Background: an optimization exercise with open tools, aiming at small area, a short achievable clock period and few clock cycles. Do not read the settings as production practice. In this exercise RTL edits were held to simulation tests only and were not proved equivalent to the original. Power figures rest on the tool's default switching activity, not on a simulated workload.

File: flow/run.sh
#!/bin/bash
# Layout flow: the standard flow (standard.sh) with two changes: the port
# buffers that global placement inserts on every input and output are
# sky130_fd_sc_hd__buf_2 instead of the cell the resizer picks by default, and
# timing repair aims at 5 ns of setup slack instead of config.mk's 5.
# The output of the whole run goes to standard.log in this folder; ORFS keeps
# each step's log under orfs/logs.
set -e
export BUFFER_PORTS_ARGS="-buffer_cell sky130_fd_sc_hd__buf_2"
sed 's/SETUP_SLACK_MARGIN=[0-9.]*/SETUP_SLACK_MARGIN=5/' standard.sh > standard_margin.sh
bash standard_margin.sh > standard.log 2>&1
File: standard.sh
#!/bin/bash
# synth_recipe.tcl (not shown) runs the flow's synth.tcl, then flattens the netlist and writes it again
# the make line also repeats each setting of config.mk as NAME=value (left out here)
make -C /OpenROAD-flow-scripts/flow DESIGN_CONFIG=/design/flow/config.mk WORK_HOME=/design/flow/orfs CLKGATE_MAP_FILE= SYNTH_SCRIPT=/design/flow/synth_recipe.tcl "${@:-finish}"
File: config.mk
export PLATFORM = sky130hd
export DESIGN_NAME = zmc_alu
export DESIGN_NICKNAME = zmc_alu
export VERILOG_FILES = /design/flow/design.v
export SDC_FILE = /design/flow/constraint.sdc
export NUM_CORES = 4
export LEC_CHECK = 0
export ABC_AREA = 1
export ABC_CLOCK_PERIOD_IN_PS = 8000
export CAP_MARGIN = 20
export CORE_MARGIN = 2
export CORE_UTILIZATION = 40
export SETUP_SLACK_MARGIN = 5
export SLEW_MARGIN = 20
File: constraint.sdc
create_clock -name core_clock -period 16.0 [get_ports {clk}]
set_input_delay 3.2000 -clock core_clock [delete_from_list [all_inputs] [get_ports {clk}]]
set_output_delay 3.2000 -clock core_clock [all_outputs]
set_load 0.01 [all_outputs]
File: design.v
`timescale 1ns/10ps
module pfx_add #(parameter N = 16, parameter L = 4) (
	input  [N-1:0] x,
	input  [N-1:0] y,
	input          cin,
	output [N-1:0] s,
	output [N-1:0] c,
	output         cout
);
	wire [N-1:0] g0 = x & y;
	wire [N-1:0] p0 = x ^ y;
	wire [N-1:0] G [0:L];
	wire [N-1:0] P [0:L];
	assign G[0] = {g0[N-1:1], g0[0] | (p0[0] & cin)};
	assign P[0] = p0;
	genvar l, i;
	generate
		for (l = 1; l <= L; l = l + 1) begin : lv
			for (i = 0; i < N; i = i + 1) begin : bt
				if ((i >> (l - 1)) & 1) begin : op
					localparam integer J = ((i >> (l - 1)) << (l - 1)) - 1;
					assign G[l][i] = G[l-1][i] | (P[l-1][i] & G[l-1][J]);
					assign P[l][i] = P[l-1][i] & P[l-1][J];
				end else begin : pass
					assign G[l][i] = G[l-1][i];
					assign P[l][i] = P[l-1][i];
				end
			end
		end
	endgenerate
	assign c = {G[L][N-2:0], cin};
	assign s = p0 ^ c;
	assign cout = G[L][N-1];
endmodule
`timescale 1ns/10ps
module mul_step (
	input  [16:0] h,      
	input  [16:0] A,      
	input  [7:0]  C,      
	input         neg,    
	output [24:0] t
);
	wire w1, w2, w3, w4, w5, w6, w7, w8, w9, w10, w11, w12, w13, w14, w15, w16, w17, w18, w19, w20, w21, w22, w23, w24, w25, w26, w27, w28, w29, w30, w31, w32, w33, w34, w35, w36, w37, w38, w39, w40, w41, w42, w43, w44, w45, w46, w47, w48, w49, w50, w51, w52, w53, w54, w55, w56, w57, w58, w59, w60, w61, w62, w63, w64, w65, w66, w67, w68, w69, w70, w71, w72, w73, w74, w75, w76, w77, w78, w79, w80, w81, w82, w83, w84, w85, w86, w87, w88, w89, w90, w91, w92, w93, w94, w95, w96, w97, w98, w99, w100, w101, w102, w103, w104, w105, w106, w107, w108, w109, w110, w111, w112, w113, w114, w115, w116, w117, w118, w119, w120, w121, w122, w123, w124, w125, w126, w127, w128, w129, w130, w131, w132, w133, w134, w135, w136, w137, w138, w139, w140, w141, w142, w143, w144, w145, w146, w147, w148, w149, w150, w151, w152, w153, w154, w155, w156, w157, w158, w159, w160, w161, w162, w163, w164, w165, w166, w167, w168, w169, w170, w171, w172, w173, w174, w175, w176, w177, w178, w179, w180, w181, w182, w183, w184, w185, w186, w187, w188, w189, w190, w191, w192, w193, w194, w195, w196, w197, w198, w199, w200, w201, w202, w203, w204, w205, w206, w207, w208, w209, w210, w211, w212, w213, w214, w215, w216, w217, w218, w219, w220, w221, w222, w223, w224;
	assign w1 = h[1] ^ (C[0] & A[1]) ^ (C[1] & A[0]);
	assign w2 = (h[1] & (C[0] & A[1])) | (h[1] & (C[1] & A[0])) | ((C[0] & A[1]) & (C[1] & A[0]));
	assign w3 = h[2] ^ (C[0] & A[2]) ^ (C[1] & A[1]);
	assign w4 = (h[2] & (C[0] & A[2])) | (h[2] & (C[1] & A[1])) | ((C[0] & A[2]) & (C[1] & A[1]));
	assign w5 = (C[2] & A[0]) ^ w2 ^ w3;
	assign w6 = ((C[2] & A[0]) & w2) | ((C[2] & A[0]) & w3) | (w2 & w3);
	assign w7 = h[3] ^ (C[0] & A[3]) ^ (C[1] & A[2]);
	assign w8 = (h[3] & (C[0] & A[3])) | (h[3] & (C[1] & A[2])) | ((C[0] & A[3]) & (C[1] & A[2]));
	assign w9 = (C[2] & A[1]) ^ (C[3] & A[0]) ^ w4;
	assign w10 = ((C[2] & A[1]) & (C[3] & A[0])) | ((C[2] & A[1]) & w4) | ((C[3] & A[0]) & w4);
	assign w11 = w7 ^ w6 ^ w9;
	assign w12 = (w7 & w6) | (w7 & w9) | (w6 & w9);
	assign w13 = h[4] ^ (C[0] & A[4]) ^ (C[1] & A[3]);
	assign w14 = (h[4] & (C[0] & A[4])) | (h[4] & (C[1] & A[3])) | ((C[0] & A[4]) & (C[1] & A[3]));
	assign w15 = (C[2] & A[2]) ^ (C[3] & A[1]) ^ (C[4] & A[0]);
	assign w16 = ((C[2] & A[2]) & (C[3] & A[1])) | ((C[2] & A[2]) & (C[4] & A[0])) | ((C[3] & A[1]) & (C[4] & A[0]));
	assign w17 = w8 ^ w13 ^ w15;
	assign w18 = (w8 & w13) | (w8 & w15) | (w13 & w15);
	assign w19 = w10 ^ w17 ^ w12;
	assign w20 = (w10 & w17) | (w10 & w12) | (w17 & w12);
	assign w21 = h[5] ^ (C[0] & A[5]) ^ (C[1] & A[4]);
	assign w22 = (h[5] & (C[0] & A[5])) | (h[5] & (C[1] & A[4])) | ((C[0] & A[5]) & (C[1] & A[4]));
	assign w23 = (C[2] & A[3]) ^ (C[3] & A[2]) ^ (C[4] & A[1]);
	assign w24 = ((C[2] & A[3]) & (C[3] & A[2])) | ((C[2] & A[3]) & (C[4] & A[1])) | ((C[3] & A[2]) & (C[4] & A[1]));
	assign w25 = (C[5] & A[0]) ^ w14 ^ w16;
	assign w26 = ((C[5] & A[0]) & w14) | ((C[5] & A[0]) & w16) | (w14 & w16);
	assign w27 = w21 ^ w23 ^ w18;
	assign w28 = (w21 & w23) | (w21 & w18) | (w23 & w18);
	assign w29 = w25 ^ w27 ^ w20;
	assign w30 = (w25 & w27) | (w25 & w20) | (w27 & w20);
	assign w31 = h[6] ^ (C[0] & A[6]) ^ (C[1] & A[5]);
	assign w32 = (h[6] & (C[0] & A[6])) | (h[6] & (C[1] & A[5])) | ((C[0] & A[6]) & (C[1] & A[5]));
	assign w33 = (C[2] & A[4]) ^ (C[3] & A[3]) ^ (C[4] & A[2]);
	assign w34 = ((C[2] & A[4]) & (C[3] & A[3])) | ((C[2] & A[4]) & (C[4] & A[2])) | ((C[3] & A[3]) & (C[4] & A[2]));
	assign w35 = (C[5] & A[1]) ^ (C[6] & A[0]) ^ w22;
	assign w36 = ((C[5] & A[1]) & (C[6] & A[0])) | ((C[5] & A[1]) & w22) | ((C[6] & A[0]) & w22);
	assign w37 = w24 ^ w31 ^ w33;
	assign w38 = (w24 & w31) | (w24 & w33) | (w31 & w33);
	assign w39 = w26 ^ w35 ^ w37;
	assign w40 = (w26 & w35) | (w26 & w37) | (w35 & w37);
	assign w41 = w28 ^ w39 ^ w30;
	assign w42 = (w28 & w39) | (w28 & w30) | (w39 & w30);
	assign w43 = h[7] ^ (C[0] & A[7]) ^ (C[1] & A[6]);
	assign w44 = (h[7] & (C[0] & A[7])) | (h[7] & (C[1] & A[6])) | ((C[0] & A[7]) & (C[1] & A[6]));
	assign w45 = (C[2] & A[5]) ^ (C[3] & A[4]) ^ (C[4] & A[3]);
	assign w46 = ((C[2] & A[5]) & (C[3] & A[4])) | ((C[2] & A[5]) & (C[4] & A[3])) | ((C[3] & A[4]) & (C[4] & A[3]));
	assign w47 = (C[5] & A[2]) ^ (C[6] & A[1]) ^ (C[7] & (A[0] ^ neg));
	assign w48 = ((C[5] & A[2]) & (C[6] & A[1])) | ((C[5] & A[2]) & (C[7] & (A[0] ^ neg))) | ((C[6] & A[1]) & (C[7] & (A[0] ^ neg)));
	assign w49 = (C[7] & neg) ^ w32 ^ w34;
	assign w50 = ((C[7] & neg) & w32) | ((C[7] & neg) & w34) | (w32 & w34);
	assign w51 = w43 ^ w45 ^ w47;
	assign w52 = (w43 & w45) | (w43 & w47) | (w45 & w47);
	assign w53 = w36 ^ w38 ^ w49;
	assign w54 = (w36 & w38) | (w36 & w49) | (w38 & w49);
	assign w55 = w51 ^ w40 ^ w53;
	assign w56 = (w51 & w40) | (w51 & w53) | (w40 & w53);
	assign w57 = h[8] ^ (C[0] & A[8]) ^ (C[1] & A[7]);
	assign w58 = (h[8] & (C[0] & A[8])) | (h[8] & (C[1] & A[7])) | ((C[0] & A[8]) & (C[1] & A[7]));
	assign w59 = (C[2] & A[6]) ^ (C[3] & A[5]) ^ (C[4] & A[4]);
	assign w60 = ((C[2] & A[6]) & (C[3] & A[5])) | ((C[2] & A[6]) & (C[4] & A[4])) | ((C[3] & A[5]) & (C[4] & A[4]));
	assign w61 = (C[5] & A[3]) ^ (C[6] & A[2]) ^ (C[7] & (A[1] ^ neg));
	assign w62 = ((C[5] & A[3]) & (C[6] & A[2])) | ((C[5] & A[3]) & (C[7] & (A[1] ^ neg))) | ((C[6] & A[2]) & (C[7] & (A[1] ^ neg)));
	assign w63 = w44 ^ w46 ^ w48;
	assign w64 = (w44 & w46) | (w44 & w48) | (w46 & w48);
	assign w65 = w57 ^ w59 ^ w61;
	assign w66 = (w57 & w59) | (w57 & w61) | (w59 & w61);
	assign w67 = w50 ^ w52 ^ w63;
	assign w68 = (w50 & w52) | (w50 & w63) | (w52 & w63);
	assign w69 = w65 ^ w54 ^ w67;
	assign w70 = (w65 & w54) | (w65 & w67) | (w54 & w67);
	assign w71 = h[9] ^ (C[0] & A[9]) ^ (C[1] & A[8]);
	assign w72 = (h[9] & (C[0] & A[9])) | (h[9] & (C[1] & A[8])) | ((C[0] & A[9]) & (C[1] & A[8]));
	assign w73 = (C[2] & A[7]) ^ (C[3] & A[6]) ^ (C[4] & A[5]);
	assign w74 = ((C[2] & A[7]) & (C[3] & A[6])) | ((C[2] & A[7]) & (C[4] & A[5])) | ((C[3] & A[6]) & (C[4] & A[5]));
	assign w75 = (C[5] & A[4]) ^ (C[6] & A[3]) ^ (C[7] & (A[2] ^ neg));
	assign w76 = ((C[5] & A[4]) & (C[6] & A[3])) | ((C[5] & A[4]) & (C[7] & (A[2] ^ neg))) | ((C[6] & A[3]) & (C[7] & (A[2] ^ neg)));
	assign w77 = w58 ^ w60 ^ w62;
	assign w78 = (w58 & w60) | (w58 & w62) | (w60 & w62);
	assign w79 = w71 ^ w73 ^ w75;
	assign w80 = (w71 & w73) | (w71 & w75) | (w73 & w75);
	assign w81 = w64 ^ w66 ^ w77;
	assign w82 = (w64 & w66) | (w64 & w77) | (w66 & w77);
	assign w83 = w79 ^ w68 ^ w81;
	assign w84 = (w79 & w68) | (w79 & w81) | (w68 & w81);
	assign w85 = h[10] ^ (C[0] & A[10]) ^ (C[1] & A[9]);
	assign w86 = (h[10] & (C[0] & A[10])) | (h[10] & (C[1] & A[9])) | ((C[0] & A[10]) & (C[1] & A[9]));
	assign w87 = (C[2] & A[8]) ^ (C[3] & A[7]) ^ (C[4] & A[6]);
	assign w88 = ((C[2] & A[8]) & (C[3] & A[7])) | ((C[2] & A[8]) & (C[4] & A[6])) | ((C[3] & A[7]) & (C[4] & A[6]));
	assign w89 = (C[5] & A[5]) ^ (C[6] & A[4]) ^ (C[7] & (A[3] ^ neg));
	assign w90 = ((C[5] & A[5]) & (C[6] & A[4])) | ((C[5] & A[5]) & (C[7] & (A[3] ^ neg))) | ((C[6] & A[4]) & (C[7] & (A[3] ^ neg)));
	assign w91 = w72 ^ w74 ^ w76;
	assign w92 = (w72 & w74) | (w72 & w76) | (w74 & w76);
	assign w93 = w85 ^ w87 ^ w89;
	assign w94 = (w85 & w87) | (w85 & w89) | (w87 & w89);
	assign w95 = w78 ^ w80 ^ w91;
	assign w96 = (w78 & w80) | (w78 & w91) | (w80 & w91);
	assign w97 = w93 ^ w82 ^ w95;
	assign w98 = (w93 & w82) | (w93 & w95) | (w82 & w95);
	assign w99 = h[11] ^ (C[0] & A[11]) ^ (C[1] & A[10]);
	assign w100 = (h[11] & (C[0] & A[11])) | (h[11] & (C[1] & A[10])) | ((C[0] & A[11]) & (C[1] & A[10]));
	assign w101 = (C[2] & A[9]) ^ (C[3] & A[8]) ^ (C[4] & A[7]);
	assign w102 = ((C[2] & A[9]) & (C[3] & A[8])) | ((C[2] & A[9]) & (C[4] & A[7])) | ((C[3] & A[8]) & (C[4] & A[7]));
	assign w103 = (C[5] & A[6]) ^ (C[6] & A[5]) ^ (C[7] & (A[4] ^ neg));
	assign w104 = ((C[5] & A[6]) & (C[6] & A[5])) | ((C[5] & A[6]) & (C[7] & (A[4] ^ neg))) | ((C[6] & A[5]) & (C[7] & (A[4] ^ neg)));
	assign w105 = w86 ^ w88 ^ w90;
	assign w106 = (w86 & w88) | (w86 & w90) | (w88 & w90);
	assign w107 = w99 ^ w101 ^ w103;
	assign w108 = (w99 & w101) | (w99 & w103) | (w101 & w103);
	assign w109 = w92 ^ w94 ^ w105;
	assign w110 = (w92 & w94) | (w92 & w105) | (w94 & w105);
	assign w111 = w107 ^ w96 ^ w109;
	assign w112 = (w107 & w96) | (w107 & w109) | (w96 & w109);
	assign w113 = h[12] ^ (C[0] & A[12]) ^ (C[1] & A[11]);
	assign w114 = (h[12] & (C[0] & A[12])) | (h[12] & (C[1] & A[11])) | ((C[0] & A[12]) & (C[1] & A[11]));
	assign w115 = (C[2] & A[10]) ^ (C[3] & A[9]) ^ (C[4] & A[8]);
	assign w116 = ((C[2] & A[10]) & (C[3] & A[9])) | ((C[2] & A[10]) & (C[4] & A[8])) | ((C[3] & A[9]) & (C[4] & A[8]));
	assign w117 = (C[5] & A[7]) ^ (C[6] & A[6]) ^ (C[7] & (A[5] ^ neg));
	assign w118 = ((C[5] & A[7]) & (C[6] & A[6])) | ((C[5] & A[7]) & (C[7] & (A[5] ^ neg))) | ((C[6] & A[6]) & (C[7] & (A[5] ^ neg)));
	assign w119 = w100 ^ w102 ^ w104;
	assign w120 = (w100 & w102) | (w100 & w104) | (w102 & w104);
	assign w121 = w113 ^ w115 ^ w117;
	assign w122 = (w113 & w115) | (w113 & w117) | (w115 & w117);
	assign w123 = w106 ^ w108 ^ w119;
	assign w124 = (w106 & w108) | (w106 & w119) | (w108 & w119);
	assign w125 = w121 ^ w110 ^ w123;
	assign w126 = (w121 & w110) | (w121 & w123) | (w110 & w123);
	assign w127 = h[13] ^ (C[0] & A[13]) ^ (C[1] & A[12]);
	assign w128 = (h[13] & (C[0] & A[13])) | (h[13] & (C[1] & A[12])) | ((C[0] & A[13]) & (C[1] & A[12]));
	assign w129 = (C[2] & A[11]) ^ (C[3] & A[10]) ^ (C[4] & A[9]);
	assign w130 = ((C[2] & A[11]) & (C[3] & A[10])) | ((C[2] & A[11]) & (C[4] & A[9])) | ((C[3] & A[10]) & (C[4] & A[9]));
	assign w131 = (C[5] & A[8]) ^ (C[6] & A[7]) ^ (C[7] & (A[6] ^ neg));
	assign w132 = ((C[5] & A[8]) & (C[6] & A[7])) | ((C[5] & A[8]) & (C[7] & (A[6] ^ neg))) | ((C[6] & A[7]) & (C[7] & (A[6] ^ neg)));
	assign w133 = w114 ^ w116 ^ w118;
	assign w134 = (w114 & w116) | (w114 & w118) | (w116 & w118);
	assign w135 = w127 ^ w129 ^ w131;
	assign w136 = (w127 & w129) | (w127 & w131) | (w129 & w131);
	assign w137 = w120 ^ w122 ^ w133;
	assign w138 = (w120 & w122) | (w120 & w133) | (w122 & w133);
	assign w139 = w135 ^ w124 ^ w137;
	assign w140 = (w135 & w124) | (w135 & w137) | (w124 & w137);
	assign w141 = h[14] ^ (C[0] & A[14]) ^ (C[1] & A[13]);
	assign w142 = (h[14] & (C[0] & A[14])) | (h[14] & (C[1] & A[13])) | ((C[0] & A[14]) & (C[1] & A[13]));
	assign w143 = (C[2] & A[12]) ^ (C[3] & A[11]) ^ (C[4] & A[10]);
	assign w144 = ((C[2] & A[12]) & (C[3] & A[11])) | ((C[2] & A[12]) & (C[4] & A[10])) | ((C[3] & A[11]) & (C[4] & A[10]));
	assign w145 = (C[5] & A[9]) ^ (C[6] & A[8]) ^ (C[7] & (A[7] ^ neg));
	assign w146 = ((C[5] & A[9]) & (C[6] & A[8])) | ((C[5] & A[9]) & (C[7] & (A[7] ^ neg))) | ((C[6] & A[8]) & (C[7] & (A[7] ^ neg)));
	assign w147 = w128 ^ w130 ^ w132;
	assign w148 = (w128 & w130) | (w128 & w132) | (w130 & w132);
	assign w149 = w141 ^ w143 ^ w145;
	assign w150 = (w141 & w143) | (w141 & w145) | (w143 & w145);
	assign w151 = w134 ^ w136 ^ w147;
	assign w152 = (w134 & w136) | (w134 & w147) | (w136 & w147);
	assign w153 = w149 ^ w138 ^ w151;
	assign w154 = (w149 & w138) | (w149 & w151) | (w138 & w151);
	assign w155 = h[15] ^ (C[0] & A[15]) ^ (C[1] & A[14]);
	assign w156 = (h[15] & (C[0] & A[15])) | (h[15] & (C[1] & A[14])) | ((C[0] & A[15]) & (C[1] & A[14]));
	assign w157 = (C[2] & A[13]) ^ (C[3] & A[12]) ^ (C[4] & A[11]);
	assign w158 = ((C[2] & A[13]) & (C[3] & A[12])) | ((C[2] & A[13]) & (C[4] & A[11])) | ((C[3] & A[12]) & (C[4] & A[11]));
	assign w159 = (C[5] & A[10]) ^ (C[6] & A[9]) ^ (C[7] & (A[8] ^ neg));
	assign w160 = ((C[5] & A[10]) & (C[6] & A[9])) | ((C[5] & A[10]) & (C[7] & (A[8] ^ neg))) | ((C[6] & A[9]) & (C[7] & (A[8] ^ neg)));
	assign w161 = w142 ^ w144 ^ w146;
	assign w162 = (w142 & w144) | (w142 & w146) | (w144 & w146);
	assign w163 = w155 ^ w157 ^ w159;
	assign w164 = (w155 & w157) | (w155 & w159) | (w157 & w159);
	assign w165 = w148 ^ w150 ^ w161;
	assign w166 = (w148 & w150) | (w148 & w161) | (w150 & w161);
	assign w167 = w163 ^ w152 ^ w165;
	assign w168 = (w163 & w152) | (w163 & w165) | (w152 & w165);
	assign w169 = ~h[16] ^ ~(C[0] & A[16]) ^ (C[1] & A[15]);
	assign w170 = (~h[16] & ~(C[0] & A[16])) | (~h[16] & (C[1] & A[15])) | (~(C[0] & A[16]) & (C[1] & A[15]));
	assign w171 = (C[2] & A[14]) ^ (C[3] & A[13]) ^ (C[4] & A[12]);
	assign w172 = ((C[2] & A[14]) & (C[3] & A[13])) | ((C[2] & A[14]) & (C[4] & A[12])) | ((C[3] & A[13]) & (C[4] & A[12]));
	assign w173 = (C[5] & A[11]) ^ (C[6] & A[10]) ^ (C[7] & (A[9] ^ neg));
	assign w174 = ((C[5] & A[11]) & (C[6] & A[10])) | ((C[5] & A[11]) & (C[7] & (A[9] ^ neg))) | ((C[6] & A[10]) & (C[7] & (A[9] ^ neg)));
	assign w175 = w156 ^ w158 ^ w160;
	assign w176 = (w156 & w158) | (w156 & w160) | (w158 & w160);
	assign w177 = w169 ^ w171 ^ w173;
	assign w178 = (w169 & w171) | (w169 & w173) | (w171 & w173);
	assign w179 = w162 ^ w164 ^ w175;
	assign w180 = (w162 & w164) | (w162 & w175) | (w164 & w175);
	assign w181 = w177 ^ w166 ^ w179;
	assign w182 = (w177 & w166) | (w177 & w179) | (w166 & w179);
	assign w183 = ~(C[1] & A[16]) ^ (C[2] & A[15]) ^ (C[3] & A[14]);
	assign w184 = (~(C[1] & A[16]) & (C[2] & A[15])) | (~(C[1] & A[16]) & (C[3] & A[14])) | ((C[2] & A[15]) & (C[3] & A[14]));
	assign w185 = (C[4] & A[13]) ^ (C[5] & A[12]) ^ (C[6] & A[11]);
	assign w186 = ((C[4] & A[13]) & (C[5] & A[12])) | ((C[4] & A[13]) & (C[6] & A[11])) | ((C[5] & A[12]) & (C[6] & A[11]));
	assign w187 = (C[7] & (A[10] ^ neg)) ^ w170 ^ w172;
	assign w188 = ((C[7] & (A[10] ^ neg)) & w170) | ((C[7] & (A[10] ^ neg)) & w172) | (w170 & w172);
	assign w189 = w174 ^ w183 ^ w185;
	assign w190 = (w174 & w183) | (w174 & w185) | (w183 & w185);
	assign w191 = w176 ^ w178 ^ w187;
	assign w192 = (w176 & w178) | (w176 & w187) | (w178 & w187);
	assign w193 = w189 ^ w180 ^ w191;
	assign w194 = (w189 & w180) | (w189 & w191) | (w180 & w191);
	assign w195 = ~(C[2] & A[16]) ^ (C[3] & A[15]) ^ (C[4] & A[14]);
	assign w196 = (~(C[2] & A[16]) & (C[3] & A[15])) | (~(C[2] & A[16]) & (C[4] & A[14])) | ((C[3] & A[15]) & (C[4] & A[14]));
	assign w197 = (C[5] & A[13]) ^ (C[6] & A[12]) ^ (C[7] & (A[11] ^ neg));
	assign w198 = ((C[5] & A[13]) & (C[6] & A[12])) | ((C[5] & A[13]) & (C[7] & (A[11] ^ neg))) | ((C[6] & A[12]) & (C[7] & (A[11] ^ neg)));
	assign w199 = w184 ^ w186 ^ w195;
	assign w200 = (w184 & w186) | (w184 & w195) | (w186 & w195);
	assign w201 = w197 ^ w188 ^ w190;
	assign w202 = (w197 & w188) | (w197 & w190) | (w188 & w190);
	assign w203 = w199 ^ w192 ^ w201;
	assign w204 = (w199 & w192) | (w199 & w201) | (w192 & w201);
	assign w205 = ~(C[3] & A[16]) ^ (C[4] & A[15]) ^ (C[5] & A[14]);
	assign w206 = (~(C[3] & A[16]) & (C[4] & A[15])) | (~(C[3] & A[16]) & (C[5] & A[14])) | ((C[4] & A[15]) & (C[5] & A[14]));
	assign w207 = (C[6] & A[13]) ^ (C[7] & (A[12] ^ neg)) ^ w196;
	assign w208 = ((C[6] & A[13]) & (C[7] & (A[12] ^ neg))) | ((C[6] & A[13]) & w196) | ((C[7] & (A[12] ^ neg)) & w196);
	assign w209 = w198 ^ w205 ^ w200;
	assign w210 = (w198 & w205) | (w198 & w200) | (w205 & w200);
	assign w211 = w207 ^ w202 ^ w209;
	assign w212 = (w207 & w202) | (w207 & w209) | (w202 & w209);
	assign w213 = ~(C[4] & A[16]) ^ (C[5] & A[15]) ^ (C[6] & A[14]);
	assign w214 = (~(C[4] & A[16]) & (C[5] & A[15])) | (~(C[4] & A[16]) & (C[6] & A[14])) | ((C[5] & A[15]) & (C[6] & A[14]));
	assign w215 = (C[7] & (A[13] ^ neg)) ^ w206 ^ w213;
	assign w216 = ((C[7] & (A[13] ^ neg)) & w206) | ((C[7] & (A[13] ^ neg)) & w213) | (w206 & w213);
	assign w217 = w208 ^ w215 ^ w210;
	assign w218 = (w208 & w215) | (w208 & w210) | (w215 & w210);
	assign w219 = ~(C[5] & A[16]) ^ (C[6] & A[15]) ^ (C[7] & (A[14] ^ neg));
	assign w220 = (~(C[5] & A[16]) & (C[6] & A[15])) | (~(C[5] & A[16]) & (C[7] & (A[14] ^ neg))) | ((C[6] & A[15]) & (C[7] & (A[14] ^ neg)));
	assign w221 = w214 ^ w219 ^ w216;
	assign w222 = (w214 & w219) | (w214 & w216) | (w219 & w216);
	assign w223 = ~(C[6] & A[16]) ^ (C[7] & (A[15] ^ neg)) ^ w220;
	assign w224 = (~(C[6] & A[16]) & (C[7] & (A[15] ^ neg))) | (~(C[6] & A[16]) & w220) | ((C[7] & (A[15] ^ neg)) & w220);
	wire [24:0] xx = {1'b1, ~(C[7] & (A[16] ^ neg)), w223, w221, w212, w204, w194, w182, w168, w154, w140, w126, w112, w98, w84, w70, w56, w55, w41, w29, w19, w11, w5, w1, h[0]};
	wire [24:0] yy = {1'b0, w224, w222, w218, w217, w211, w203, w193, w181, w167, w153, w139, w125, w111, w97, w83, w69, w42, 1'b0, 1'b0, 1'b0, 1'b0, 1'b0, 1'b0, (C[0] & A[0])};
	wire [24:0] cc;
	wire co;
	pfx_add #(25, 5) add_i (.x(xx), .y(yy), .cin(1'b0), .s(t), .c(cc), .cout(co));
endmodule
`timescale 1ns/10ps
module zmc_alu (
	input  [15:0] a_in,
	input  [15:0] b_in,
	input  [7:0]  op_in,
	input         z_flag_in,
	input         s_flag_in,
	input         c_flag_in,
	input         ovr_flag_in,
	input         clk,
	input         a_reset_l,
	output reg [15:0] c_out,
	output reg    z_flag_out,
	output reg    s_flag_out,
	output reg    c_flag_out,
	output reg    ovr_flag_out,
	output        valid_out
);
	wire [15:0] a = a_in;
	wire [15:0] b = b_in;
	wire [3:0]  n = op_in[3:0];
	wire        cont = op_in[5];
	wire        zi = z_flag_in, si = s_flag_in, ci = c_flag_in, vi = ovr_flag_in;
	wire hi00    = (op_in[7:6] == 2'b00) & ~op_in[4];
	wire n_arith = (n == 4'h0) | (n == 4'h1) | (n == 4'h3) | (n == 4'h4) | (n == 4'h8) | (n == 4'hB);
	wire g_arith = hi00 & n_arith;
	wire g_logic = (op_in[7:4] == 4'h4);
	wire g_shift = (op_in[7:4] == 4'h8) & ~(op_in[2] & op_in[1]);
	wire is_mul  = hi00 & (n == 4'h2);
	wire is_div  = (op_in == 8'h0F);
	wire is_md   = is_mul | is_div;
	wire signd   = op_in[5];
	wire        x_a    = op_in[3] & ~op_in[2];                
	wire        x_ones = ~op_in[3] & op_in[2];                
	wire        x_d    = op_in[3] & op_in[2];                 
	wire        y_inv  = op_in[1] & op_in[0];                 
	wire        cin    = cont ? (ci & (op_in[3] | op_in[2] | op_in[0])) : op_in[0];
	wire        sel_a, sel_a1, sel_r;
	wire [15:0] dx;
	wire [15:0] x = ({16{sel_a}} & a) | ({16{sel_a1}} & {1'b0, a[15:1]}) |
	                ({16{sel_r}} & dx) | {16{x_ones}};
	wire [15:0] y = y_inv ? ~b : b;
	wire [15:0] sum, carry;
	wire        c16;
	pfx_add #(16) add_i (.x(x), .y(y), .cin(cin), .s(sum), .c(carry), .cout(c16));
	wire        c15 = carry[15];
	wire        sum_zero = ((x ^ y) == {x[14:0] | y[14:0], cin});
	wire        b_nz   = |b;
	wire        b_lnz  = |b[14:0];
	wire        neg_sub = ~cont & y_inv;       
	wire        negc    = cont & (n == 4'h3);  
	reg ar_c, ar_v;
	always @(*) begin
		if (negc) begin
			ar_c = b_nz | ci;
			ar_v = ~ci & b[15] & ~b_lnz;
		end else if (neg_sub) begin
			ar_c = c16 & b_nz;
			ar_v = (c16 & b_nz) ^ (c15 & b_lnz);
		end else begin
			ar_c = c16;
			ar_v = c16 ^ c15;
		end
	end
	wire mov   = (n == 4'h0);
	wire ar_z  = mov ? zi : (sum_zero & (~cont | zi));
	wire ar_s  = mov ? si : sum[15];
	wire ar_cf = mov ? ci : ar_c;
	wire ar_vf = mov ? vi : ar_v;
	reg [15:0] lg;
	integer i;
	always @(*) begin
		for (i = 0; i < 16; i = i + 1)
			lg[i] = op_in[{b[i], a[i]}];
		if (n == 4'hF) lg = 16'h0001;
	end
	reg        sh_fill, sh_c;
	reg [15:0] sh;
	always @(*) begin
		sh_c = ci;
		case (op_in[2:0])
			3'd0: sh_fill = 1'b0;
			3'd1: sh_fill = 1'b1;
			3'd2: sh_fill = op_in[3] ? b[0] : b[15];
			3'd4: sh_fill = op_in[3] ? b[15] : b[0];
			default: sh_fill = ci;
		endcase
		if (op_in[2:0] == 3'd5) sh_c = op_in[3] ? b[15] : b[0];
		sh = op_in[3] ? {b[14:0], sh_fill} : {sh_fill, b[15:1]};
	end
	reg         busy;  
	reg         vreg;  
	reg  [3:0]  pos;   
	reg  [16:0] ra;    
	reg  [14:0] rb;    
	wire        first = ~busy;
	wire [24:0] t;
	mul_step mul_i (
		.h(first ? 17'd0 : ra),
		.A({signd & a[15], a}),
		.C(first ? b[7:0] : b[15:8]),
		.neg(signd & ~first),
		.t(t)
	);
	reg  [3:0]  nf;
	integer k;
	always @(*) begin
		nf = 4'd15;
		for (k = 0; k < 16; k = k + 1)
			if (b[k]) nf = 15 - k;
	end
	wire        nf_small = b[15] | b[14];
	wire [15:0] r_init = {1'b0, a[15:1]} >> nf;
	reg         abit;  
	wire [3:0]  pos_m1 = (busy ? pos : nf) - 4'd1;
	wire [3:0]  pos_next = (busy | nf_small) ? pos_m1 : nf;
	assign      dx = {ra[14:0], abit};
	assign      sel_r  = x_d & busy;
	assign      sel_a  = x_a | (x_d & ~busy & b[15]);
	assign      sel_a1 = x_d & ~busy & ~b[15];
	wire        q = (busy & ra[15]) | c16;
	wire [15:0] r_next = q ? sum : x;
	always @(posedge clk or negedge a_reset_l) begin
		if (!a_reset_l) begin
			busy <= 1'b0;
			vreg <= 1'b0;
		end else begin
			busy <= is_md & ~vreg;
			vreg <= ~vreg & ((busy & (is_mul | (is_div & (pos == 4'd0)))) | (~busy & is_div & b[15]));
		end
	end
	always @(posedge clk) begin
		pos  <= pos_next;
		abit <= a[pos_next];
		if (is_mul) begin
			ra <= t[24:8];
			rb <= {7'd0, t[7:0]};
		end else begin
			ra <= {1'b0, (busy | nf_small) ? r_next : r_init};
			rb <= busy ? {rb[13:0], q} : {14'd0, q & nf_small};
		end
	end
	assign valid_out = vreg;
	wire [15:0] md_out = vreg ? ra[15:0] :
	                     is_mul ? {t[7:0], rb[7:0]} : {busy ? rb[14:0] : 15'd0, q};
	wire a_z  = ~(|a);
	wire md_z = is_div ? (a_z & b_nz) : (a_z | ~b_nz);
	wire md_s = is_div ? si : (signd & (a[15] ^ b[15]));
	wire md_v = is_div ? ~b_nz : vi;
	always @(*) begin
		c_out = 16'd0; z_flag_out = 1'b0; s_flag_out = 1'b0; c_flag_out = 1'b0; ovr_flag_out = 1'b0;
		if (g_arith) begin
			c_out = sum; z_flag_out = ar_z; s_flag_out = ar_s; c_flag_out = ar_cf; ovr_flag_out = ar_vf;
		end else if (g_logic) begin
			c_out = lg; z_flag_out = (lg == 16'd0); s_flag_out = lg[15]; c_flag_out = ci; ovr_flag_out = vi;
		end else if (g_shift) begin
			c_out = sh; z_flag_out = (sh == 16'd0); s_flag_out = sh[15]; c_flag_out = sh_c; ovr_flag_out = vi;
		end else if (is_md) begin
			c_out = md_out; z_flag_out = md_z; s_flag_out = md_s; c_flag_out = ci; ovr_flag_out = md_v;
		end
	end
endmodule
==> impl_metrics.json, run 1 <==
{
  "cpPeakStageDelay_ns": 0.48,
  "drt-initial-drc-count": 1365,
  "nets": 1775,
  "synthSimpleGateAreaFrac": 0.278,
  "syn_area_per_cell_um2": 6.60,
  "grt_pass1_wl_um": 64300,
  "synth.top_cell.area_share": 0.234,
  "grt_overflow": 0,
  "yosysTopAreaCell": "fa_1",
  "clk_pin_slew_ns": 0.06,
  "tns_ns": 0,
  "dieHeight_um": 164,
  "worstSkewPairLatency_ns": 0.30,
  "fmax_ghz": 0.0924,
  "synth_top_family_by_area": "adder cells",
  "yosysWarnings": 3,
  "fp.dieW_um": 164,
  "synth.distinct_cells": 55,
  "postCtsHoldBufs": 0,
  "dp_hpwl_um": 33800,
  "clockBufferDepth": 2,
  "vias": 11000,
  "ys_ff_latch": 39,
  "final_area_um2": 10900,
  "comb_power_share": 0.737,
  "maxSlewHeadroom": 0.193,
  "drive_above_1_share": 0.0962,
  "switchingPower_uw": 548,
  "async_reset_ff_frac": 0.0513,
  "synth_xor_area_frac": 0.0344,
  "cp_max_fo": 11,
  "tightest_slew_ns": 1.20,
  "start_util": 0.405,
  "finalHoldViolCount": 0,
  "syn-cell-area_um2": 10200,
  "drtPass1Iterations": 6,
  "final_cell_mix": "nand2_1 (326), inv_1 (224), nand3_1 (131), nor2_1 (130), fa_1 (119)",
  "synth.mux.area_fraction": 0,
  "antennaDiodeCount": 0,
  "core_area_um2": 25100,
  "setup_viol": 0,
  "htreeDepth": 2,
  "power.leakage_uw": 0.00532,
  "die_area_um2": 26700,
  "fin_cells": 1889,
  "remaining_drc_errors": 0,
  "swShare": 0.551,
  "status": "timing/DRC/antenna clean",
  "powerDensity_nw_per_um2": 90.8,
  "netlist_instances": 1542,
  "clock-sinks": 39,
  "num_rows": 58,
  "ant_nets": 0,
  "track_usage": 0.323,
  "min_period_over_period": 0.676,
  "hold_depth": 2,
  "io_pins": 67,
  "seq_power_share": 0.140,
  "synth_seq_area_share": 0.0777,
  "final_common_cell": "nand2_1",
  "crit_chain": "buf_2 > clkinv_1 > nor2_1 > fa_1 > fa_1 > inv_1 > fa_1 > fa_1 > fa_1 > inv_1 > ha_1 > inv_1 > a21oi_1 > o21ai_0 > a31oi_1 > a211oi_1 > nand2_1 > buf_2",
  "r2r_cells": 24,
  "crit_top_cell": "fa_1",
  "maxCapViolations": 0,
  "rsz0062_at_grt": "false",
  "cts-root-buf": "clkbuf_16",
  "min_period_ns": 10.82,
  "io_buffer_count": 66,
  "cts_buffers": 5,
  "cts_tree": "yes",
  "placed_cells": 1874,
  "placed_area_um2": 10700,
  "skew_ns": 0.00978,
  "grt_pass1_vias": 10300,
  "synth_fp_nets": 1759,
  "synth_top_flop_cell": "dfxtp_1",
  "synth_edf_count": 0,
  "timing.final.max_slew_violations": 0,
  "end_kind": "output port",
  "routed_wl_um": 42700,
  "grt_max_degree": 51,
  "wl_per_cell_um": 22.6,
  "p_int_uw": 447,
  "vdd_drop_max_uv": 54.7,
  "p_clk_frac": 0.122,
  "synthTopCellsByArea": "fa_1 (23%), nand2_1 (12%), inv_1 (8.4%)",
  "fin_util": 0.436,
  "arrival_ns": 7.62,
  "cp_data_required_time_ns": 12.80,
  "gp_congestion": 0.968,
  "area_growth_pct": 7.54,
  "antenna_found_initial": 0,
  "synth_fa_ha_area_frac": 0.298,
  "min_path_type": "reg -> reg",
  "cpMaxStageDelayCell": "fa_1",
  "startpoint_type": "primary input",
  "criticalPathCategory": "in -> out",
  "via_per_inst": 5.82,
  "synth-compound-area-share": 0.186,
  "power_uw": 994
}
## state kept, by name (all words and copies together), names as in the netlist
| name | count |
|---|---|
| busy | 1 |
| pos | 4 |
| vreg | 1 |
| rb | 15 |
| abit | 1 |
| ra | 17 |
## layout make-up
class | instances | area (um^2)
repair buffers | 83 | 460
inverters | 253 | 968
flip-flops and latches | 39 | 791
clock buffers | 5 | 125
multi-input cells | 1176 | 8140
clock inverters | 3 | 43.8
fillers | 2725 | 14200
well taps | 330 | 413
## through the flow
step | hold WS [ns] | setup WS, ns
floorplan | 0.405 | 5.78
global placement | 0.421 | 4.97
detailed placement | 0.431 | 4.86
CTS | 0.441 | 5.10
global route | 0.464 | 5.00
finish | 0.443 | 5.18
## critical path, delay by kind of cell
kind            cells  cell delay, ns
buf+inv             6            1.05
compound gates      4            0.66
simple gates        2            0.36
fa+ha+maj           6            2.35
## worst paths after layout
path	from	slack [ns]	to
min reg2reg	rb[10]	0.44	rb[11]
min	rb[10]	0.44	rb[11]
max reg2reg	busy	9.32	ra[9]
max in group asynchronous	a_reset_l	13.24	busy
max	a_in[3]	5.18	c_out[15]
min in group asynchronous	a_reset_l	2.66	vreg
## cell usage after synthesis, drive strengths merged (2+ instances only)
| cell type | n |
|---|---|
| o311ai | 3 |
| inv | 238 |
| o221ai | 8 |
| nor2 | 135 |
| nand2 | 341 |
| fa | 119 |
| xor2 | 31 |
| dfxtp | 37 |
| a221oi | 3 |
| a31oi | 8 |
| ha | 52 |
| clkbuf | 47 |
| a21oi | 81 |
| dfrtp | 2 |
| o21ai | 115 |
| a211oi | 22 |
| a21o | 2 |
| nand3 | 137 |
| o2111ai | 8 |
| nand3b | 4 |
| xnor2 | 9 |
| o22a | 2 |
| buf | 27 |
| clkinv | 15 |
| or2 | 3 |
| nand4 | 10 |
| o22ai | 23 |
| nor4 | 9 |
| a211o | 2 |
| nor3 | 12 |
| o211ai | 27 |
| o21a | 3 |
## power by group through the flow
stage,combinational (uW),clock [uW],sequential [uW]
finish,733,122,139
global route,819,127,138
CTS,719,121,136
detailed placement,714,0,138
global placement,710,0,139
floorplan,509,0,121
## routing by layer
layer,global-route usage,vias up,share of wire
li1,-,5048,-
met1,0.448,5262,0.41
met2,0.486,583,0.44
met3,0.0769,103,0.11
met4,0.123,0,0.044
met5,0,-,0
## logic make-up (layout without fill, tap and decap cells)
kind of cell | Yosys count | in the layout
and+or+nand+nor | 653 | 653
DFF | 39 | 39
AOI/OAI and AO/OA | 312 | 312
adders and majority gates | 171 | 171
xor gates and xnor gates | 40 | 40
buffers and inverters | 327 | 344
## repair_timing
item	CTS	global route
buffers inserted	0	7
setup endpoints to repair	2	12
gates resized for setup	2	13
gates cloned	0	0
Testbench counts, summed over its fixed seeds: cycles 5,871.
==> run 2, diff against run 1 <==
--- a/design.v
+++ b/design.v
@@ -319,3 +319,3 @@
 	wire        c15 = carry[15];
-	wire        sum_zero = ((x ^ y) == {x[14:0] | y[14:0], cin});
+	wire        sum_zero = (sum == 16'd0);
 	wire        b_nz   = |b;
==> run 2 against run 1 <==
Compared with the run above: sequential cell count unchanged; first-iteration DRC count up 1.7%; die area down 3.3%; core utilization up 0.31 points; count of clock-buffer cells in the layout rose by 2; non-clock buffer count increased by 4; routed wire length decreased by 2.4%; power decreased by 2.0%; critical endpoint unchanged.
==> impl_metrics.json, run 2 <==
{
  "status": "timing/DRC/antenna clean",
  "power_uw": 974,
  "synth_fp_nets": 1710,
  "cts_buffers": 5,
  "syn_area_per_cell_um2": 6.52,
  "min_period_over_period": 0.672,
  "drive_above_1_share": 0.0961,
  "final_cell_mix": "nand2_1 (335), inv_1 (209), nor2_1 (148), nand3_1 (122), fa_1 (118)",
  "vdd_drop_max_uv": 85.5,
  "start_util": 0.406,
  "ant_nets": 0,
  "synth_xor_area_frac": 0.0320,
  "synth.top_cell.area_share": 0.242,
  "powerDensity_nw_per_um2": 91.5,
  "arrival_ns": 7.54,
  "antenna_found_initial": 0,
  "finalHoldViolCount": 0,
  "yosysWarnings": 3,
  "fin_util": 0.439,
  "core_area_um2": 24200,
  "skew_ns": 0.0170,
  "grt_pass1_wl_um": 62600,
  "nets": 1730,
  "vias": 10800,
  "cts-root-buf": "clkbuf_16",
  "multi_input_area_um2": 7860,
  "comb_power_share": 0.744,
  "async_reset_ff_frac": 0.0513,
  "synthSimpleGateAreaFrac": 0.293,
  "rsz0062_at_grt": "true",
  "switchingPower_uw": 530,
  "io_pins": 67,
  "setup_slack_ns": 5.26,
  "via_per_inst": 5.85,
  "synth_top_flop_cell": "dfxtp_1",
  "dieHeight_um": 161,
  "die_area_um2": 25900,
  "netlist_instances": 1509,
  "routed_wl_um": 41700,
  "synth_most_common_cell": "nand2_1",
  "syn-cell-area_um2": 9840,
  "placed_cells": 1837,
  "tns_ns": 0,
  "fillers": 2622,
  "fp.dieW_um": 161,
  "power.leakage_uw": 0.00512,
  "wl_per_cell_um": 22.5,
  "grt_pass1_vias": 10100,
  "grt_max_degree": 59,
  "min_period_ns": 10.74,
  "clockBufferDepth": 2,
  "drtPass1Iterations": 5,
  "clock-sinks": 39,
  "grt_overflow": 0,
  "synth.distinct_cells": 55,
  "maxCapViolations": 0,
  "num_rows": 57,
  "tightest_slew_ns": 1.08,
  "drt-initial-drc-count": 1388,
  "p_clk_frac": 0.122,
  "postCtsHoldBufs": 0,
  "cp_max_fo": 10,
  "startpoint_type": "primary input",
  "seq_power_share": 0.134,
  "fmax_ghz": 0.0931,
  "synth_fa_ha_area_frac": 0.288,
  "swShare": 0.544,
  "criticalPathCategory": "in -> out",
  "htreeDepth": 2,
  "remaining_drc_errors": 0,
  "yosysTopAreaCell": "fa_1",
  "antennaDiodeCount": 0,
  "timing.final.max_slew_violations": 0,
  "p_int_uw": 444,
  "synth_top_family_by_area": "simple AND/OR/NAND/NOR gates",
  "fin_cells": 1854,
  "synth_common_cells": "nand2_1 (336), inv_1 (212), nor2_1 (150), nand3_1 (122), fa_1 (119)",
  "clk_pin_slew_ns": 0.07,
  "synthTopCellsByArea": "fa_1 (24%), nand2_1 (13%), inv_1 (8.1%)",
  "synth_seq_area_share": 0.0804,
  "end_kind": "output port",
  "dp_slack_ns": 5.02,
  "cts_tree": "yes",
  "setup_viol": 0,
  "regMostFlops": "ra",
  "min_path_type": "reg -> reg",
  "ys_ff_latch": 39,
  "dp_hpwl_um": 33000,
  "regArea_um2": 791,
  "io_buffer_count": 66,
  "largest_registers": "ra (17), rb (15), pos (4)",
  "maxSlewHeadroom": 0.279,
  "synth.mux.area_fraction": 0,
  "largest_reg_flops": 17,
  "synth-compound-area-share": 0.183,
  "cp_data_required_time_ns": 12.80,
  "area_growth_pct": 8.19,
  "final_common_cell": "nand2_1",
  "gp_congestion": 0.999,
  "track_usage": 0.320,
  "worstSkewPairLatency_ns": 0.30,
  "synth_edf_count": 0
}
## run 2: changes by cell type after synthesis, moves of 4 or more
| cell | change |
|---|---|
| nor2_1 | +18 |
| inv_1 | -17 |
| ha_1 | -16 |
| o22ai_1 | -13 |
| a211oi_1 | -12 |
| nand3_1 | -9 |
| nand2_1 | +8 |
| o21ai_1 | +7 |
| a221oi_1 | +6 |
| a21oi_1 | +4 |
| buf_2 | +4 |
| nand3b_1 | -4 |
## run 2: metal layers
metal / part of all wire / GRT usage / vias up
met5: 0 / 0 / -
met4: 0.048 / 0.123 / 0
met3: 0.10 / 0.0728 / 120
met2: 0.43 / 0.488 / 674
met1: 0.42 / 0.442 / 5127
li1: - / - / 4921
## run 2: path summary, 6_finish.rpt
check	start	to	slack (ns)	depth (start not counted)
max	a_in[4]	c_out[15]	5.26	18
min	rb[9]	rb[10]	0.44	2
max reg2reg	busy	ra[9]	9.44	23
min reg2reg	rb[9]	rb[10]	0.44	2
max in group asynchronous	a_reset_l	busy	13.24	1
min in group asynchronous	a_reset_l	vreg	2.67	1
## run 2: kinds of logic (layout without fill, tap and decap cells)
kind of cell / after synthesis / in the layout
DFF: 39 / 39
adders and majority gates: 155 / 155
buffers and inverters: 309 / 330
xor gates and xnor gates: 36 / 36
AOI/OAI and AO/OA: 301 / 301
and+or+nand+nor: 669 / 669
## run 2: critical path: stages
cell        delay (ns)
buf_2             0.29
clkinvlp_4        0.35
nor2_1            0.23
fa_1              0.46
fa_1              0.41
inv_1             0.09
fa_1              0.43
fa_1              0.42
fa_1              0.38
inv_1             0.07
ha_1              0.22
inv_1             0.09
a21oi_1           0.06
o21ai_0           0.15
a31oi_1           0.19
a211oi_1          0.28
nand2_1           0.07
buf_2             0.14
## run 2: power groups by stage
stage	Clock, uW	Sequential, uW	Combinational, uW
5_1_grt	123	131	808
6_report	119	131	725
3_5_place_dp	0	131	710
3_3_place_gp	0	131	705
2_1_floorplan	0	120	514
4_1_cts	119	129	714
## run 2: final cells by class
class	instances	area share
clock buffers	7	0.0125
clock inverters	1	0.00282
inverters	235	0.0843
multi-input cells	1161	0.738
flip-flops and latches	39	0.0743
well taps	324	0.0381
repair buffers	87	0.0498
## run 2: through the flow
stage | instance area (um^2) | hold WS (ns)
2_1_floorplan | 9840 | 0.405
3_3_place_gp | 10300 | 0.426
3_5_place_dp | 10300 | 0.426
4_1_cts | 10500 | 0.444
5_1_grt | 10600 | 0.460
6_report | 10600 | 0.442
## run 2: what timing repair did
| action | in CTS | in global routing |
|---|---|---|
| setup endpoints to repair | 0 | 3 |
| gates resized for setup | 0 | 21 |
| buffers inserted | 0 | 7 |
Testbench counts of run 2, summed over its fixed seeds: cycles 5,871.
==> run 3, diff against run 2 <==
--- a/design.v
+++ b/design.v
@@ -35,2 +35,29 @@
 `timescale 1ns/10ps
+module bk_add #(parameter N = 16) (
+	input  [N-1:0] x,
+	input  [N-1:0] y,
+	input          cin,
+	output [N-1:0] s
+);
+	wire [N-1:0] p = x ^ y;
+	reg  [N-1:0] G, P;
+	integer d, i;
+	always @(*) begin
+		G = x & y;
+		P = p;
+		G[0] = G[0] | (P[0] & cin);
+		for (d = 1; d < N; d = d * 2)
+			for (i = 2 * d - 1; i < N; i = i + 2 * d) begin
+				G[i] = G[i] | (P[i] & G[i-d]);
+				P[i] = P[i] & P[i-d];
+			end
+		for (d = N / 4; d >= 1; d = d / 2)
+			for (i = 3 * d - 1; i < N; i = i + 2 * d) begin
+				G[i] = G[i] | (P[i] & G[i-d]);
+				P[i] = P[i] & P[i-d];
+			end
+	end
+	assign s = p ^ {G[N-2:0], cin};
+endmodule
+`timescale 1ns/10ps
 module mul_step (
@@ -269,5 +296,6 @@
 	wire [24:0] yy = {1'b0, w224, w222, w218, w217, w211, w203, w193, w181, w167, w153, w139, w125, w111, w97, w83, w69, w42, 1'b0, 1'b0, 1'b0, 1'b0, 1'b0, 1'b0, (C[0] & A[0])};
-	wire [24:0] cc;
+	wire [8:0] cc;
 	wire co;
-	pfx_add #(25, 5) add_i (.x(xx), .y(yy), .cin(1'b0), .s(t), .c(cc), .cout(co));
+	pfx_add #(9, 4) add_lo (.x(xx[8:0]), .y(yy[8:0]), .cin(1'b0), .s(t[8:0]), .c(cc), .cout(co));
+	bk_add #(16) add_hi (.x(xx[24:9]), .y(yy[24:9]), .cin(co), .s(t[24:9]));
 endmodule
==> run 3 against run 2 <==
Compared with the run above: count of clock-buffer cells in the layout shrank 1; largest cell class unchanged; core utilization grew 0.45 points; still clean on timing, DRC and antenna; worst setup slack lost 0.054 ns; fmax shrank 0.50%; first-iteration DRC count grew 2.4%; die area shrank 1.4%; sequential power is essentially flat; via count shrank 2.6%.
==> impl_metrics.json, run 3 <==
{
  "status": "timing/DRC/antenna clean",
  "drt-initial-drc-count": 1421,
  "tns_ns": 0,
  "synth.distinct_cells": 60,
  "dieHeight_um": 160,
  "fmax_ghz": 0.0926,
  "synthTopCellsByArea": "fa_1 (26%), nand2_1 (12%), inv_1 (7.9%)",
  "synth-compound-area-share": 0.184,
  "largest_reg_flops": 17,
  "timing.final.max_slew_violations": 0,
  "hold_depth": 2,
  "powerDensity_nw_per_um2": 87.5,
  "synth.top_cell.area_share": 0.262,
  "min_path_type": "reg -> reg",
  "drtPass1Iterations": 8,
  "async_reset_ff_frac": 0.0513,
  "reg2reg_slack_ns": 8.15,
  "syn-cell-area_um2": 9700,
  "cp_max_fo": 7,
  "regArea_um2": 791,
  "grt_max_degree": 59,
  "io_buffer_count": 66,
  "power.leakage_uw": 0.00505,
  "cp_data_required_time_ns": 12.80,
  "timing.rr.end": "ra[15]",
  "synth_fp_nets": 1659,
  "ys_ff_latch": 39,
  "critPathCapture": "c_out[15]",
  "startpoint_type": "primary input",
  "via_per_inst": 5.90,
  "start_util": 0.411,
  "maxSlewHeadroom": 0.227,
  "dp_hpwl_um": 32200,
  "skew_ns": 0.00278,
  "fin_util": 0.444,
  "r2r_cells": 33,
  "synthSimpleGateAreaFrac": 0.277,
  "grt_pass1_vias": 9969,
  "synth_fa_ha_area_frac": 0.303,
  "nets": 1674,
  "synth_seq_area_share": 0.0815,
  "cts_tree": "yes",
  "yosysWarnings": 4,
  "io_pins": 67,
  "antennaDiodeCount": 0,
  "synth_top_family_by_area": "adder cells",
  "track_usage": 0.316,
  "drive_above_1_share": 0.0980,
  "synth_xor_area_frac": 0.0325,
  "fp.dieW_um": 160,
  "clock-sinks": 39,
  "min_from": "rb[11]",
  "final_cell_mix": "nand2_1 (315), inv_1 (200), nor2_1 (144), fa_1 (127), nand3_1 (107)",
  "setup_viol": 0,
  "clockBufferDepth": 2,
  "clk_pin_slew_ns": 0.06,
  "vias": 10600,
  "tightest_slew_ns": 1.14,
  "synth_edf_count": 0,
  "netlist_instances": 1454,
  "finalHoldViolCount": 0,
  "rsz0062_at_grt": "false",
  "largest_registers": "ra (17), rb (15), pos (4)",
  "min_period_over_period": 0.675,
  "min_period_ns": 10.80,
  "num_rows": 56,
  "remaining_drc_errors": 0,
  "fillers": 2569,
  "die_area_um2": 25500,
  "cts_buffers": 5,
  "cts-root-buf": "clkbuf_16",
  "ant_nets": 0,
  "gp_congestion": 1.01,
  "multi_input_area_um2": 7760,
  "synth_common_cells": "nand2_1 (316), inv_1 (204), nor2_1 (147), fa_1 (127), nand3_1 (107)",
  "grt_pass1_wl_um": 61600,
  "syn_area_per_cell_um2": 6.67,
  "grt_overflow": 0,
  "synth.mux.area_fraction": 0,
  "arrival_ns": 7.60,
  "maxCapViolations": 0,
  "final_common_cell": "nand2_1",
  "yosysTopAreaCell": "fa_1",
  "routed_wl_um": 40500,
  "area_growth_pct": 7.96,
  "wl_per_cell_um": 22.7,
  "antenna_found_initial": 0,
  "critical_path.startpoint": "b_in[1]",
  "criticalPathCategory": "in -> out",
  "synth_most_common_cell": "nand2_1",
  "synth_top_flop_cell": "dfxtp_1",
  "end_kind": "output port",
  "regMostFlops": "ra",
  "vdd_drop_max_uv": 118,
  "r2r-start": "busy",
  "worstSkewPairLatency_ns": 0.29,
  "postCtsHoldBufs": 0,
  "core_area_um2": 23600,
  "htreeDepth": 2
}
run 3: layout make-up:
class | instances | area share
Multi-Input combinational cell | 1114 | 0.741
Inverter | 228 | 0.0836
Sequential cell | 39 | 0.0755
Timing Repair Buffer | 81 | 0.0435
Tap cell | 319 | 0.0381
Clock buffer | 6 | 0.0123
Clock inverter | 2 | 0.00573
run 3: worst max-delay path: stages:
cell and delay [ns]:
buf_2 0.16, inv_1 0.13, nand2_1 0.09, nand2_1 0.25
nor2_1 0.22, fa_1 0.45, fa_1 0.40, fa_1 0.42
fa_1 0.38, inv_1 0.08, fa_1 0.45, nand3b_1 0.21
nor2_1 0.18, a21oi_1 0.09, o21ai_1 0.16, a31oi_1 0.20
a211oi_1 0.32, nand2_1 0.07, buf_2 0.14
run 3: metal layers:
metal	vias to the layer above	part of all wire	wire, um	track usage
met5	-	0	0	0
met4	0	0.038	1550	0.108
met3	100	0.11	4280	0.0738
met2	594	0.44	18000	0.482
met1	5126	0.41	16700	0.441
li1	4740	-	-	-
run 3: cell families after synthesis:
family / Yosys count
flip-flops: 39
AND/OR/NAND/NOR: 625
buffers and inverters: 301
AO/OA/AOI/OAI: 294
XOR/XNOR: 36
adder cells (fa/ha/maj): 159
run 3: worst min path at each step:
stage / endpoint / slack, ns
after global placement: rb[12] / 0.42
after detailed placement: rb[12] / 0.43
after global routing: rb[11] / 0.46
after floorplan: rb[11] / 0.40
after CTS: rb[12] / 0.44
final: rb[12] / 0.44
run 3: stage by stage:
stage	instance area, um^2	instances	hold WS, ns	setup WS, ns	power, uW
after floorplan	9700	1454	0.405	5.87	555
after global placement	10200	1777	0.425	4.98	770
after detailed placement	10200	1777	0.427	4.92	780
after CTS	10400	1785	0.436	5.03	915
after global routing	10500	1789	0.464	5.00	998
final	10500	1789	0.436	5.20	916
run 3: where the power goes:
part | internal (uW) | switching, uW | total, uW
combinational | 241 | 408 | 650
sequential | 112 | 20.6 | 132
clock | 89.6 | 44.7 | 134
total | 443 | 474 | 916
run 3: repair_timing:
item                       4_1_cts  5_1_grt
setup buffers                    0        4
pin swaps                        0        2
resized for setup                1       20
setup endpoints to repair        2        4
Testbench counts of run 3, summed over its fixed seeds: cycles 5,871.
==> run 4, diff against run 3 <==
--- a/config.mk
+++ b/config.mk
@@ -9,3 +9,3 @@
 export ABC_CLOCK_PERIOD_IN_PS = 8000
-export CAP_MARGIN = 20
+export CAP_MARGIN = 10
 export CORE_MARGIN = 2
@@ -13,2 +13,2 @@
 export SETUP_SLACK_MARGIN = 5
-export SLEW_MARGIN = 20
+export SLEW_MARGIN = 10
==> run 4 against run 3 <==
Compared with the run above: still clean; core utilization is the same; worst setup slack did not move; count of clock-buffer cells in the layout is the same; sequential cell count unchanged; die area stayed put; sequential power is essentially flat; non-clock buffer count is the same; sequential share of layout area did not move; synthesized area stayed put; critical path depth unchanged.
==> impl_metrics.json, run 4 <==
{
  "maxCapViolations": 0,
  "powerDensity_nw_per_um2": 87.5,
  "tns_ns": 0,
  "min_period_ns": 10.80,
  "io_pins": 67,
  "grt_pass1_wl_um": 61600,
  "clockBufferDepth": 2,
  "drive_above_1_share": 0.0980,
  "htreeDepth": 2,
  "rsz0062_at_grt": "false",
  "power.leakage_uw": 0.00505,
  "grt_overflow": 0,
  "netlist_instances": 1454,
  "synth_top_flop_cell": "dfxtp_1",
  "placed_area_um2": 10200,
  "ant_nets": 0,
  "end_kind": "output port",
  "grt_pass1_vias": 9969,
  "postCtsHoldBufs": 0,
  "timing.final.max_slew_violations": 0,
  "area_growth_pct": 7.96,
  "cts-root-buf": "clkbuf_16",
  "gp_congestion": 1.01,
  "synth_most_common_cell": "nand2_1",
  "startpoint_type": "primary input",
  "track_usage": 0.316,
  "num_rows": 56,
  "vias": 10600,
  "clk_pin_slew_ns": 0.06,
  "fmax_ghz": 0.0926,
  "skew_ns": 0.00278,
  "via_per_inst": 5.90,
  "status": "timing/DRC/antenna clean",
  "remaining_drc_errors": 0,
  "arrival_ns": 7.60,
  "largest_reg_flops": 17,
  "final_common_cell": "nand2_1",
  "criticalPathCategory": "in -> out",
  "cts_tree": "yes",
  "grt_max_degree": 59,
  "regMostFlops": "ra",
  "final_area_um2": 10500,
  "drtPass1Iterations": 8,
  "setup_viol": 0,
  "synthTopCellsByArea": "fa_1 (26%), nand2_1 (12%), inv_1 (7.9%)",
  "start_util": 0.411,
  "die_area_um2": 25500,
  "final_cell_mix": "nand2_1 (315), inv_1 (200), nor2_1 (144), fa_1 (127), nand3_1 (107)",
  "io_buffer_count": 66,
  "core_area_um2": 23600,
  "synth.top_cell.area_share": 0.262,
  "min_path_type": "reg -> reg",
  "drt-initial-drc-count": 1421,
  "synth_seq_area_share": 0.0815,
  "syn-cell-area_um2": 9700,
  "worstSkewPairLatency_ns": 0.29,
  "finalHoldViolCount": 0,
  "cp_data_required_time_ns": 12.80,
  "synth_common_cells": "nand2_1 (316), inv_1 (204), nor2_1 (147), fa_1 (127), nand3_1 (107)",
  "nets": 1674,
  "yosysWarnings": 4,
  "dieHeight_um": 160,
  "yosysTopAreaCell": "fa_1",
  "clock-sinks": 39,
  "largest_registers": "ra (17), rb (15), pos (4)",
  "synth_edf_count": 0,
  "syn_area_per_cell_um2": 6.67,
  "tightest_slew_ns": 1.14,
  "ys_ff_latch": 39,
  "vdd_drop_max_uv": 118,
  "antenna_found_initial": 0,
  "cp_max_fo": 7,
  "min_period_over_period": 0.675,
  "maxSlewHeadroom": 0.227,
  "async_reset_ff_frac": 0.0513,
  "dp_hpwl_um": 32200,
  "cts_buffers": 5,
  "reg2reg_slack_ns": 8.15,
  "synth.distinct_cells": 60,
  "routed_wl_um": 40500,
  "fp.dieW_um": 160,
  "antennaDiodeCount": 0,
  "wl_per_cell_um": 22.7,
  "synth_fp_nets": 1659
}
## run 4: cell counts after synthesis
Identical to the previous run, type by type.
## run 4: per-stage QoR
stage / std cells / worst slack, ns / total power [uW] / utilization / hold slack (ns)
3_3_place_gp: 1777 / 4.98 / 770 / 0.431 / 0.425
6_report: 1789 / 5.20 / 916 / 0.444 / 0.436
5_1_grt: 1789 / 5.00 / 998 / 0.444 / 0.464
2_1_floorplan: 1454 / 5.87 / 555 / - / 0.405
4_1_cts: 1785 / 5.03 / 915 / 0.440 / 0.436
3_5_place_dp: 1777 / 4.92 / 780 / 0.431 / 0.427
## run 4: metal layers
layer  share of wire  vias up  GRT usage
li1                -     4740          -
met1            0.41     5126      0.441
met2            0.44      594      0.482
met3            0.11      100     0.0738
met4           0.038        0      0.108
met5               0        -          0
## run 4: area by class of cell
| cell class | count | area, um^2 |
|---|---|---|
| fill | 2569 | 13100 |
| inverter | 228 | 876 |
| sequential | 39 | 791 |
| clock buffer | 6 | 129 |
| tap | 319 | 399 |
| timing repair buffer | 81 | 455 |
| multi-input combinational | 1114 | 7760 |
| clock inverter | 2 | 60.1 |
## run 4: report_power, final
part           total (uW)  switching (uW)  internal, uW
clock network         134            44.7          89.6
registers             132            20.6           112
logic                 650             408           241
## run 4: timing repair
action | 4_1_cts | 5_1_grt
gates resized for setup | 1 | 20
buffers inserted | 0 | 4
gates cloned | 0 | 0
endpoints found under the setup margin | 2 | 4
pin swaps | 0 | 2
## run 4: path summary, 6_finish.rpt
kind / startpoint / endpoint / depth (start not counted)
worst min register to register: rb[11] / rb[12] / 2
max in group asynchronous: a_reset_l / vreg / 1
worst max register to register: busy / ra[15] / 33
worst max-delay path: b_in[1] / c_out[15] / 19
worst min-delay path: rb[11] / rb[12] / 2
min in group asynchronous: a_reset_l / busy / 1
## run 4: cells by family after synthesis
| family | Yosys count | synth area share |
|---|---|---|
| buf+inv | 301 | 0.122 |
| flops | 39 | 0.0815 |
| fa+ha+maj | 159 | 0.303 |
| simple gates | 625 | 0.277 |
| xor+xnor | 36 | 0.0325 |
| compound gates | 294 | 0.184 |
## run 4: critical path, cell delays in order
cell      delay [ns]
buf_2           0.16
inv_1           0.13
nand2_1         0.09
nand2_1         0.25
nor2_1          0.22
fa_1            0.45
fa_1            0.40
fa_1            0.42
fa_1            0.38
inv_1           0.08
fa_1            0.45
nand3b_1        0.21
nor2_1          0.18
a21oi_1         0.09
o21ai_1         0.16
a31oi_1         0.20
a211oi_1        0.32
nand2_1         0.07
buf_2           0.14

-- separate check: timing with driven ports --
No port has a modelled driver above. Below, the same layouts with a new extraction and two added sets of constraints.
Step 1 (the two cells are an assumption about what drives the block):
set clk [get_ports {clk}]
set_driving_cell -lib_cell sky130_fd_sc_hd__clkbuf_16 $clk
set_driving_cell -lib_cell sky130_fd_sc_hd__buf_2 [delete_from_list [all_inputs] $clk]
Step 2 times the ports against the registers' clock, not the clock port: input delays grow and output delays shrink by t, the midpoint of the rising clock arrivals with the driver on.
a / b / c = no drivers / after step 1 / after step 2; a / b = the first two.
| run | t, ns | setup WS [ns] | worst setup path after step 2 | clock arrival spread, ns |
|---|---|---|---|---|
| run 1 | 0.341 | 5.180 / 5.151 / 5.151 | input to output | 0.010 / 0.010 |
| run 2 | 0.329 | 5.256 / 5.235 / 5.235 | input to output | 0.017 / 0.017 |
| run 3 | 0.337 | 5.201 / 5.181 / 5.181 | input to output | 0.003 / 0.003 |
| run 4 | 0.337 | 5.201 / 5.181 / 5.181 | input to output | 0.003 / 0.003 |
After both steps setup and hold are still met in every run listed. For run 1, which loses most, drivers alone change the setup slack by -0.029 ns; drivers and shift together by -0.029 ns.
